This design comes from an exercise in tuning for small area and a short achievable clock period on the open sky130 flow, not from production work.
At most, simulation tests tie the RTL to the original design; equivalence was not proved.
Power figures rest on the tool's default switching activity, not on a simulated workload.

job 6993:
Design PCPU, start of the top module:
module PCPU (
	input wire clock,
	input wire [15:0] d_datain,
	input wire enable,
	input wire [15:0] i_datain,
	input wire reset,
	input wire start,
	output wire [15:0] d_addr,
	output wire [15:0] d_dataout,
	output wire d_we,
	output wire [7:0] i_addr,
	output wire [15:0] regi0,
	output wire [15:0] regi1,
	output wire [15:0] regi2,
	output wire [15:0] regi3,
	output wire [15:0] regi4,
	output wire [15:0] regi5,
	output wire [15:0] regi6,
	output wire [15:0] regi7,
	output wire [2:0] wb_addr
);
localparam [4:0] OP_LOAD = 5'b00010, OP_STORE = 5'b00011, OP_MOVI = 5'b00100,
                 OP_SHR  = 5'b00101, OP_CAL   = 5'b00110, OP_CAR  = 5'b00111,
                 OP_ADD  = 5'b01000, OP_ADDI  = 5'b01001, OP_ADDC = 5'b10001,
                 OP_SUB  = 5'b10010, OP_SUBI  = 5'b10011, OP_SUBC = 5'b10100,
                 OP_CMP  = 5'b01100, OP_AND   = 5'b01101, OP_OR   = 5'b01110,
                 OP_XOR  = 5'b01111, OP_JUMP  = 5'b11000, OP_HALT = 5'b00001;
reg        run;                  
reg [7:0]  pc;
reg [4:0]  id_op;
reg [2:0]  id_rd;
reg [7:0]  id_lo;                
reg [7:0]  id_sA, id_sB;         
reg [4:0]  ex_op;
reg [2:0]  ex_rd;
reg        ex_sub;               
reg        ex_usec;              
reg [15:0] reg_A, reg_B, smdr;
reg [3:0]  ex_sh;                
reg        mem_wr, mem_load, mem_fs, mem_halt;
reg [2:0]  mem_rd;
reg        dw, jump;
  ...
Settings: LEC_CHECK=0, CAP_MARGIN=20, CORE_MARGIN=2, CORE_UTILIZATION=50, SETUP_SLACK_MARGIN=3.2, SLEW_MARGIN=20; clock period 6.0 ns.
standard.sh (not shown) runs the stock make flow with config.mk's settings and CLKGATE_MAP_FILE= SYNTH_SCRIPT=/design/flow/synth_recipe.tcl, a recipe that flattens the netlist after the stock synthesis.
==> flow/flow/run.sh <==
#!/bin/bash
# Standard layout (the standard.sh) with two changes: the port buffers use
# the smallest buffer cell, and the clock tree is built with larger sink
# clusters and no dummy loads. Each tool's output is in standard.log and in
# orfs/logs/.
set -euo pipefail
export BUFFER_PORTS_ARGS="-buffer_cell sky130_fd_sc_hd__buf_1"
export CTS_ARGS="-sink_clustering_enable -repair_clock_nets -dont_use_dummy_load -sink_clustering_size 25 -sink_clustering_max_diameter 80"
bash standard.sh > standard.log 2>&1
Input-level comparison between job 1426 and job 6993:
Settings: PLACE_DENSITY newly set to 0.9; SETUP_SLACK_MARGIN changed from 3.2 to 3.4.
Notes after the runs:
Final-layout clock buffer total: job 6993 and job 1426 compared, lower one is job 1426. Compare job 6993 and job 1426 | pin slew with the least headroom to its limit higher: job 6993. Going from job 6993 to job 1426, average detailed-routed wire length per instance grows by 0.58 µm. Job 1426 gives less sequential share of power than job 6993 did.
Changes in job 7128 relative to job 1426:
Settings: PLACE_DENSITY: 0.9 -> unset; SETUP_SLACK_MARGIN: 3.4 -> 3.7.
[summary]
- Per the comparison of job 7128 with job 1426, total area of multi-input combinational cells went up by about 2.5%, count of non-CTS buffers in the layout went up 168.
- Total instance count after detailed placement: job 7128 vs job 1426 up 18
- Re clock-buffer cell count: job 7128 is 1 down on job 1426.
- Diff job 7128 and job 1426: synthesis-to-finish area growth higher in job 7128
- Job 7128 ended up with a higher cell count than job 1426 did.
- Job 7128 — number of gates resized after cts 78% higher, job 1426 as reference
- Job 1426 has higher share of total power in the clock network than job 7128.
- The fraction of layout instances using a drive strength above 1 in job 7128 sits 13 points above the value recorded for job 1426.
For job 4193, these inputs were changed with respect to job 7128:
Settings: a change of SETUP_SLACK_MARGIN from 3.7 to 3.4; an added PLACE_DENSITY of 0.75.
diff --git a/flow/flow/run.sh b/flow/flow/run.sh
--- a/flow/flow/run.sh
+++ b/flow/flow/run.sh
@@ -8,2 +8,3 @@
 export CTS_ARGS="-sink_clustering_enable -repair_clock_nets -dont_use_dummy_load -sink_clustering_size 25 -sink_clustering_max_diameter 80"
+export ADDER_MAP_FILE=
 bash standard.sh > standard.log 2>&1
Findings:
Relative to job 7128, the total power divided by cell area measured on job 4193 has decreased by a little under 10%. Compared with job 7128, per-cell routed wire length in job 4193 decreased by a little under 10%. Compared with job 7128, job 4193 shows internal power component that has gone down by more than 10%. Against job 7128, number of logic inverters in the finished layout in job 4193 rose by more than 100%. Looking at cell area, job 4193 sits 5.2% lower than job 7128 does. The clock period minus final worst setup slack in job 4193 sits 130 ps below the value recorded for job 7128. More vias were needed by job 4193 than by job 7128.

========
PCPU, a different RTL version from the one above (not shown whole).
For scale: roughly 1800 cells after synthesis, ~280 flip-flops, ~210 I/O pins, roughly 0.017 mm2 of cells after synthesis.
export LEC_CHECK = 0
export CAP_MARGIN = 20
export CORE_MARGIN = 2
export CORE_UTILIZATION = 60
export SETUP_SLACK_MARGIN = 3.0
export SLEW_MARGIN = 20
create_clock -name core_clock -period 6.0 [get_ports {clock}]
run.sh (not shown) runs the stock make flow with config.mk's settings and CLKGATE_MAP_FILE= SYNTH_SCRIPT=/design/flow/synth_recipe.tcl, a recipe that flattens the netlist after the stock synthesis.
Stock flow here: none of the scripts above is used.
The first run produced a clean layout.
Edit:
==> flow/flow/run.sh (new file) <==
#!/bin/bash
# Standard layout, with the port buffers made from the smallest buffer cell and
# the clock tree built without dummy loads.
set -euo pipefail
export BUFFER_PORTS_ARGS="-buffer_cell sky130_fd_sc_hd__buf_1"
export CTS_ARGS="-sink_clustering_enable -repair_clock_nets -dont_use_dummy_load"
bash standard.sh > standard.log 2>&1
==> flow/standard.sh (new file) <==
#!/bin/bash
# synth_recipe.tcl (not shown) runs the flow's synth.tcl, then flattens the netlist and writes it again
# the make line also repeats each setting of config.mk as NAME=value (left out here)
make -C /OpenROAD-flow-scripts/flow DESIGN_CONFIG=/design/flow/config.mk WORK_HOME=/design/flow/orfs CLKGATE_MAP_FILE= SYNTH_SCRIPT=/design/flow/synth_recipe.tcl "${@:-finish}"
Settings changed: SETUP_SLACK_MARGIN 3.0 to 2.7.
removed: flow/run.sh
After rerunning: The changed run finished clean; clock power is lower by a quarter to a third; non-clock buffer count is lower by 95; via count is lower by roughly a tenth; final area is lower by about a fifth; power is lower by about a fifth; sequential cell count does not change; synthesized cell count is unchanged; worst setup slack gains 0.045 ns.
No run of this note included a check of the RTL's function; only the layout flow was run.

separate check: timing with driven ports:
The results above use ideal ports. As a check the final layouts listed here were re-extracted and re-timed, cells and wires unchanged.
Step 1: set_driving_cell puts a clkbuf_16 on clock and a buf_2 on each other input, an assumption about the parent block.
Step 2, shift: input delay + t, output delay - t, t = (earliest + latest rising clock arrival at the registers) / 2. This alone moves slack from input paths to output paths.
Slacks: ideal ports / drivers / drivers and shift; pairs: ideal ports / drivers.
run | t, ns | setup WS [ns] | clock arrival spread, ns
job 6993 | 0.545 | 3.083 / 3.083 / 2.915 | 0.079 / 0.079
job 1426 | 0.541 | 3.166 / 3.166 / 2.961 | 0.060 / 0.061
job 7128 | 0.555 | 3.191 / 3.191 / 3.145 | 0.040 / 0.040
job 4193 | 0.537 | 3.325 / 3.325 / 3.005 | 0.068 / 0.069
the first run of note 2 | 0.632 | 2.664 / 2.664 / 2.285 | 0.038 / 0.038
the second run of note 2 | 0.583 | 2.709 / 2.709 / 2.487 | 0.050 / 0.050
After both steps setup and hold are still met in every run listed. The setup slack of the first run of note 2, which loses most, moves by 0.000 ns with the drivers and by -0.379 ns with both steps.
